What follows belongs to an exercise in optimizing a design on an open flow for small area and a short achievable clock period; a production flow would make more cautious choices.
Only simulation tests tie the RTL to the original design; equivalence was not proved.
Power figures rest on the tool's default switching activity, not on a simulated workload.

## flow/design.v (module list and top-level ports; edited modules follow where they fit)
// module fa: 4 lines
// module ha: 4 lines
// module bcel: 3 lines
// module bceln: 3 lines
// module wallace_mult_top: 3585 lines
module wallace_mult_top (
	input  wire        clk,
	input  wire        sext_a,
	input  wire        sext_b,
	input  wire [31:0] a,
	input  wire [31:0] b,
	output wire [63:0] out
);
  // ...
==> flow/run.sh <==
#!/bin/bash
# synth_recipe.tcl (not shown) runs the flow's synth.tcl, then flattens the netlist and writes it again
# the make line also repeats each setting of config.mk as NAME=value (left out here)
make -C /OpenROAD-flow-scripts/flow DESIGN_CONFIG=/design/flow/config.mk WORK_HOME=/design/flow/orfs CLKGATE_MAP_FILE= SYNTH_SCRIPT=/design/flow/synth_recipe.tcl finish
==> flow/config.mk <==
export PLATFORM = sky130hd
export DESIGN_NAME = wallace_mult_top
export DESIGN_NICKNAME = wallace_mult_top
export VERILOG_FILES = /design/flow/design.v
export SDC_FILE = /design/flow/constraint.sdc
export NUM_CORES = 4
export LEC_CHECK = 0
export CAP_MARGIN = 20
export CORE_MARGIN = 2
export CORE_UTILIZATION = 40
export SETUP_SLACK_MARGIN = 4.5
export SLEW_MARGIN = 20
export SYNTH_HIERARCHICAL = 1
export SYNTH_MINIMUM_KEEP_SIZE = 0
==> flow/constraint.sdc <==
create_clock -name core_clock -period 8.5 [get_ports {clk}]
set_input_delay 1.7000 -clock core_clock [delete_from_list [all_inputs] [get_ports {clk}]]
set_output_delay 1.7000 -clock core_clock [all_outputs]
set_load 0.01 [all_outputs]
==> results.py, run 1 <==
metrics = {
    "outcome": {
        "status": "complete, no violations",
    },
    "setup_path": {
        "rrSetupSlack_ps": 4340,
        "crit_buf_inv": 3,
        "timing.rr.end": "y32_q$_DFF_P_",
    },
    "placement": {
        "gp_congestion": 0.9035,
        "port_buffers": 130,
        "place_area_um2": 29600,
        "dp_slack_ps": 2783,
    },
    "synthesis": {
        "syn_area_um2": 27630,
    },
    "finish": {
        "clock_area_share_pct": 2.674,
        "final_cell_mix": "xnor2_1 (520), a22oi_1 (449), fa_1 (361)",
        "area_growth_pct": 30.56,
        "final_cell_area_um2": 36070,
        "num-multi-input-gates": 2029,
        "nClkBuffers": 30,
    },
    "global_routing": {
        "grt_pass1_vias": 25110,
    },
    "cts": {
        "cts_made_buffers": 26,
        "clock-root-buffer": "clkbuf_16",
        "htree_levels": 1,
        "postCtsSetupBuffers": 129,
    },
    "sta": {
        "hold_slack_ps": 617.6,
        "hold_violations": 0,
    },
    "power_and_ir_drop": {
        "switching_power_w": 0.007778,
        "powerDensity_nw_per_um2": 460.9,
        "switching_share_pct": 46.79,
        "p_int_w": 0.008846,
        "p_comb_share_pct": 81.5,
        "power_clock_w": 0.00126,
        "p_clk_share_pct": 7.6,
    },
    "routing": {
        "routed-wl-met2_um": 49100,
        "ant_nets": 0,
        "wl_met3_um": 15300,
    },
    "die": {
        "coreArea_um2": 68470,
        "dieArea_um2": 71190,
        "die_h_um": 266.8,
    },
    "min_path": {
        "hold_class": "reg -> reg",
        "hold_start": "neg_r[0]$_DFF_P_",
    },
}
==> inputs of run 2 (changes only) <==
--- a/flow/config.mk
+++ b/flow/config.mk
@@ -10,3 +10,3 @@
 export CORE_UTILIZATION = 40
-export SETUP_SLACK_MARGIN = 4.5
+export SETUP_SLACK_MARGIN = 3.5
 export SLEW_MARGIN = 20
==> results.py, run 2 <==
metrics = {
    "outcome": {
        "status": "complete, no violations",
    },
    "power_and_ir_drop": {
        "p_clk_share_pct": 7.1,
        "p_seq_share_pct": 12.3,
        "irDropWorstVdd_v": 0.0004984,
        "powerDensity_nw_per_um2": 481.9,
        "p_int_w": 0.007931,
        "p_leak_nw": 11.34,
        "switching_power_w": 0.007308,
        "switching_share_pct": 47.96,
        "p_comb_share_pct": 80.6,
    },
    "die": {
        "coreArea_um2": 68470,
        "rows": 96,
        "start_util_pct": 40.35,
        "die_h_um": 266.8,
        "dieArea_um2": 71190,
        "die_x_um": 266.8,
        "io_pins": 131,
    },
    "sta": {
        "fin_crit_ps": 5207,
        "drv_slew": 0,
        "setup_violations": 0,
        "hold_slack_ps": 765.8,
        "fin_crit_sh_pct": 61.25,
        "setup_slack_ps": 3293,
        "slew_headroom_pct": 28.42,
        "hold_violations": 0,
        "worst_pin_slew_ps": 1072,
        "fmax_ghz": 0.1921,
        "fin_worst_skew_ps": 23.40,
        "rsz0062_at_grt": "yes",
        "tns_ps": 0,
    },
    "synthesis": {
        "ys_seq_area_share_pct": 15.14,
        "ys_types": 62,
        "synth.avg_cell_area_um2": 10.58,
        "synth_largest_area_cell": "fa_1",
        "yosysWarnings": 7,
        "synthFlopType": "dfxtp_1",
        "syn_area_um2": 27630,
        "syn_nets": 3256,
        "synthTopCellsByArea": "fa_1 (35%), xnor2_1 (18%), dfxtp_1 (15%)",
        "yosys-top-cells-count": "xnor2_1 (560), a22oi_1 (512), fa_1 (485)",
        "yosysMostFrequentCell": "xnor2_1",
        "synthArstFlopShare_pct": 0,
        "synthCells": 2611,
        "netlist.area_leader.share_pct": 35.14,
        "ys_ff_latch": 209,
        "synth_edf_count": 0,
    },
    "finish": {
        "fin_cells": 3480,
        "diodes": 0,
        "area_growth_pct": 14.45,
        "nFillCells": 6187,
        "drive_gt1_share_pct": 15.63,
        "final_common_cell": "xnor2_1",
        "fin_nets": 3224,
        "largest_reg_flops": 32,
        "top_register": "a_r",
        "final_cell_mix": "xnor2_1 (556), a22oi_1 (512), fa_1 (484)",
    },
    "global_routing": {
        "grt_pass1_wl_um": 150000,
        "overflow": 0,
        "antenna_found_initial": 0,
        "track_usage_pct": 27.80,
        "grt_pass1_vias": 24240,
        "grt_max_degree": 36,
    },
    "routing": {
        "dr.pass1.iters": 7,
        "via_per_inst": 6.391,
        "remaining_drc_errors": 0,
        "routed-wl-met2_um": 44870,
        "drtIter0Drc": 2949,
        "wl_per_cell_um": 28.59,
        "vias": 22240,
        "top_layer_used": "met4",
        "wl_met3_um": 12140,
        "met1Wirelength_um": 36950,
        "ant_nets": 0,
        "routed_wl_um": 99490,
    },
    "min_path": {
        "hold_class": "reg -> reg",
    },
    "setup_path": {
        "crit_required_ps": 6800,
        "endpoint_kind": "output port",
        "critPathLaunchType": "flip-flop",
        "worstSetupPathType": "reg -> out",
        "crit_arrival_ps": 3510,
        "worstPathMaxFanout": 5,
    },
    "cts": {
        "clock_path_buffers": 3,
        "clock_latency_ps": 590,
        "path_clk_slew_ps": 60,
        "clock-sinks": 209,
        "htree_levels": 1,
        "cts_tree": "yes",
        "cts_made_buffers": 25,
        "clock-root-buffer": "clkbuf_16",
        "holdBufCountCts": 0,
    },
    "job": {
        "maxCapViolCount": 0,
    },
    "placement": {
        "hpwl_um": 61380,
        "dp.cells": 3371,
        "port_buffers": 130,
        "gp_congestion": 0.9599,
        "dp_slack_ps": 2772,
    },
}
-- run 2: cell counts after synthesis --
Identical to the previous run, type by type.
-- run 2: cell families (layout without fill, tap and decap cells) --
logic type | after synthesis | count (layout) | synth area share [%]
flops | 209 | 209 | 15.14
buf+inv | 373 | 360 | 5.072
simple gates | 178 | 178 | 3.464
fa+ha+maj | 578 | 578 | 39.35
xor+xnor | 605 | 605 | 19.18
mux | 2 | 2 | 0.07246
compound gates | 666 | 666 | 17.72
-- run 2: path summary, 6_finish.rpt --
path / from / end / slack, ps / cells after the start
max: y45_q$_DFF_P_ / out[63] / 3290 / 11
min: neg_r[0]$_DFF_P_ / y0_q$_DFF_P_ / 770 / 1
min reg2reg: neg_r[0]$_DFF_P_ / y0_q$_DFF_P_ / 770 / 1
max reg2reg: two_r[8]$_DFF_P_ / y32_q$_DFF_P_ / 3570 / 9
-- run 2: layout make-up --
cell class / count / area (um2) / share of cell area [%]
clock buffer: 34 / 689.4 / 2.180
inverter: 46 / 172.7 / 0.5461
sequential: 209 / 4284 / 13.55
tap: 882 / 1104 / 3.490
multi-input combinational: 2029 / 23020 / 72.81
clock inverter: 12 / 123.9 / 0.3917
timing repair buffer: 268 / 2225 / 7.035
-- run 2: worst max-delay path, stage by stage, from the launching register on --
cell       delay, ps
dfxtp_2          330
ha_4             260
a21o_1           200
a21o_1           180
a41o_1           250
a221o_2          500
buf_6            160
o31ai_4          300
nand2_2          150
a2111oi_4        310
xnor2_1          150
buf_2            150
-- run 2: modules after synthesis (local to each module, per instance) --
module | cells inside | flops+latches | area, um2 | times used
wallace_mult_top | 2101 | 209 | 17640 | 1
fa | 1 | 0 | 20.02 | 480
ha | 1 | 0 | 12.51 | 30
-- run 2: repair_timing --
item | CTS | global route
gates resized for setup | 245 | 90
setup buffers | 47 | 16
pin swaps | 65 | 43
setup endpoints to repair | 55 | 47
-- run 2: power groups by stage --
stage / combinational (W) / clock, W / sequential (W)
floorplan: 0.00706 / 0 / 0.00166
global placement: 0.0115 / 0 / 0.00176
detailed placement: 0.0116 / 0 / 0.00178
CTS: 0.0120 / 0.00112 / 0.00184
global route: 0.0136 / 0.00116 / 0.00189
finish: 0.0123 / 0.00109 / 0.00187
-- run 2: layer usage --
metal  GRT usage (%)  vias to the layer above
met1           35.25                    11310
met4           13.41                        0
li1                -                     8840
met5          0.2772                        -
met2           43.36                     1698
met3           8.202                      391
-- run 2: per-stage QoR --
| stage | util [%] | instance area [um2] | power, W |
|---|---|---|---|
| 6_report | 46.18 | 31620 | 0.01524 |
| 4_1_cts | 45.79 | 31350 | 0.01501 |
| 3_3_place_gp | 42.98 | 29430 | 0.01325 |
| 3_5_place_dp | 43.00 | 29440 | 0.01335 |
| 2_1_floorplan | - | 27630 | 0.008717 |
| 5_1_grt | 46.18 | 31620 | 0.01663 |
==> inputs of run 3 (changes only) <==
--- a/flow/config.mk
+++ b/flow/config.mk
@@ -10,3 +10,2 @@
 export CORE_UTILIZATION = 40
-export SETUP_SLACK_MARGIN = 3.5
 export SLEW_MARGIN = 20
==> results.py, run 3 <==
metrics = {
    "placement": {
        "dp_slack_ps": 2772,
        "port_buffers": 130,
        "hpwl_um": 61380,
        "gp_congestion": 0.9599,
    },
    "synthesis": {
        "synthCells": 2611,
        "syn_area_um2": 27630,
        "ys_types": 62,
        "netlist.area_leader.share_pct": 35.14,
        "yosysWarnings": 7,
        "syn_nets": 3256,
        "synth_largest_area_cell": "fa_1",
        "synth.avg_cell_area_um2": 10.58,
        "synthFlopType": "dfxtp_1",
        "ys_seq_area_share_pct": 15.14,
        "synthArstFlopShare_pct": 0,
        "yosysMostFrequentCell": "xnor2_1",
        "synth_edf_count": 0,
        "yosys-top-cells-count": "xnor2_1 (560), a22oi_1 (512), fa_1 (485)",
        "synthTopCellsByArea": "fa_1 (35%), xnor2_1 (18%), dfxtp_1 (15%)",
        "ys_ff_latch": 209,
    },
    "routing": {
        "remaining_drc_errors": 0,
        "ant_nets": 0,
        "routed_wl_um": 97180,
        "via_per_inst": 6.397,
        "wl_per_cell_um": 28.44,
        "vias": 21860,
        "dr.pass1.iters": 7,
        "drtIter0Drc": 2925,
    },
    "cts": {
        "clock-root-buffer": "clkbuf_16",
        "clock_path_buffers": 3,
        "cts-resized-gates": 0,
        "postCtsSetupBuffers": 0,
        "path_clk_slew_ps": 60,
        "holdBufCountCts": 0,
        "clock_latency_ps": 580,
        "cts_made_buffers": 25,
        "cts_tree": "yes",
        "htree_levels": 1,
        "clock-sinks": 209,
    },
    "setup_path": {
        "path_cells": "ha_1, nand4_1, nor3_1, a22o_1, o21a_1, o31a_1, a21o_2, a21oi_2, xnor2_1, clkdlybuf4s50_1",
        "cpPeakStageDelay_ps": 680,
        "slowest_stage": "nor3_1",
        "crit_arrival_ps": 4800,
        "critPathLaunchType": "flip-flop",
        "crit_buf_inv": 1,
        "endpoint_kind": "output port",
        "crit_required_ps": 6800,
        "crit_family": "compound AO/OA/AOI/OAI gates",
        "worstSetupPathType": "reg -> out",
        "worstPathMaxFanout": 7,
    },
    "global_routing": {
        "grt_max_degree": 36,
        "track_usage_pct": 27.19,
        "antenna_found_initial": 0,
        "overflow": 0,
        "grt_pass1_vias": 23690,
        "grt_pass1_wl_um": 146600,
    },
    "sta": {
        "fin_worst_skew_ps": 12.69,
        "drv_slew": 0,
        "rsz0062_at_grt": "no",
        "fin_crit_ps": 6504,
        "setup_violations": 0,
        "setup_slack_ps": 1996,
        "fmax_ghz": 0.1538,
        "tns_ps": 0,
        "hold_violations": 0,
        "worst_pin_slew_ps": 1110,
        "slew_headroom_pct": 25.98,
        "fin_crit_sh_pct": 76.51,
    },
    "die": {
        "start_util_pct": 40.35,
        "die_h_um": 266.8,
        "die_x_um": 266.8,
        "dieArea_um2": 71190,
        "io_pins": 131,
        "rows": 96,
        "coreArea_um2": 68470,
    },
    "finish": {
        "nFillCells": 6311,
        "fin_nets": 3161,
        "largest_reg_flops": 32,
        "final_common_cell": "xnor2_1",
        "drive_gt1_share_pct": 7.022,
        "diodes": 0,
        "area_growth_pct": 9.497,
        "final_cell_mix": "xnor2_1 (560), a22oi_1 (512), fa_1 (485)",
        "top_register": "a_r",
    },
    "power_and_ir_drop": {
        "p_leak_nw": 10.86,
        "irDropWorstVdd_v": 0.0004974,
        "powerDensity_nw_per_um2": 481.0,
    },
    "min_path": {
        "hold_class": "reg -> reg",
    },
    "job": {
        "maxCapViolCount": 0,
    },
    "outcome": {
        "status": "complete, no violations",
    },
}
[run 3: cells by family after synthesis]
logic type / Yosys count / synth area share, %
adders and majority gates: 578 / 39.35
xor gates and xnor gates: 605 / 19.18
muxes: 2 / 0.07246
and+or+nand+nor: 178 / 3.464
DFF: 209 / 15.14
AOI/OAI and AO/OA: 666 / 17.72
buffers and inverters: 373 / 5.072
[run 3: per-module statistics from Yosys (local to each module, per instance)]
module	cell area, um2	cells inside	times used	flip-flops and latches
ha	12.51	1	30	0
fa	20.02	1	480	0
wallace_mult_top	17640	2101	1	209
[run 3: metal layers]
layer  global-route usage, %  part of all wire, %  vias to the layer above
li1                        -                    -                     8725
met1                   34.91                   37                    11130
met2                   41.88                   45                     1641
met3                   8.054                   13                      362
met4                   13.10                  5.4                        0
met5                  0.2772                    0                        -
[run 3: area by class of cell]
cell class                      instances  area (um2)  area share (%)
Clock inverter                         12       123.9          0.4094
Inverter                               46       172.7          0.5707
Tap cell                              882        1104           3.648
Clock buffer                           34       689.4           2.279
Timing Repair Buffer                  205        1864           6.162
Sequential cell                       209        4243           14.02
Multi-Input combinational cell       2029       22060           72.91
[run 3: metrics by stage]
step                util, %  total power (W)  cell area, um2  hold slack, ps  instances
CTS                   44.19          0.01457           30250           786.7       3417
global placement      42.98          0.01325           29430           771.4       3371
finish                44.19          0.01455           30250           777.6       3417
detailed placement    43.00          0.01335           29440           776.5       3371
floorplan                 -         0.008717           27630           329.0       2611
global route          44.19          0.01590           30250           797.0       3417
[run 3: report_power, final]
group	switching [W]	internal, W
Combinational	0.00626	0.00544
Sequential	0.000200	0.00157
Clock	0.000457	0.000628
[run 3: final timing paths]
path | slack [ps] | startpoint | cells after the start | endpoint
setup / recovery | 2000 | x29_q$_DFF_P_ | 10 | out[57]
hold / removal | 780 | neg_r[0]$_DFF_P_ | 1 | y0_q$_DFF_P_
setup reg to reg | 3360 | a_r[20]$_DFF_P_ | 10 | y32_q$_DFF_P_
hold reg to reg | 780 | neg_r[0]$_DFF_P_ | 1 | y0_q$_DFF_P_

[re-timing with driven ports]
How much do the figures lean on ideal ports? The routed layouts below were timed once more, with nothing changed but the port constraints.
Step 1: set_driving_cell puts a clkbuf_16 on clk and a buf_2 on each other input, an assumption about the parent block.
Step 2, shift: input delay + t, output delay - t, t = (earliest + latest rising clock arrival at the registers) / 2. This alone moves slack from input paths to output paths.
Three values: ideal ports, drivers, drivers and shift; two values: the first two.
run	shift t [ns]	setup slack, ns	worst slew at a driven data input, ns	pins driven straight from the clock port
run 1	0.647	3.425 / 3.361 / 4.009	0.06	1
run 2	0.636	3.293 / 3.236 / 3.566	0.05	1
run 3	0.643	1.996 / 1.932 / 2.574	0.04	1
After both steps setup and hold are still met in every run listed.
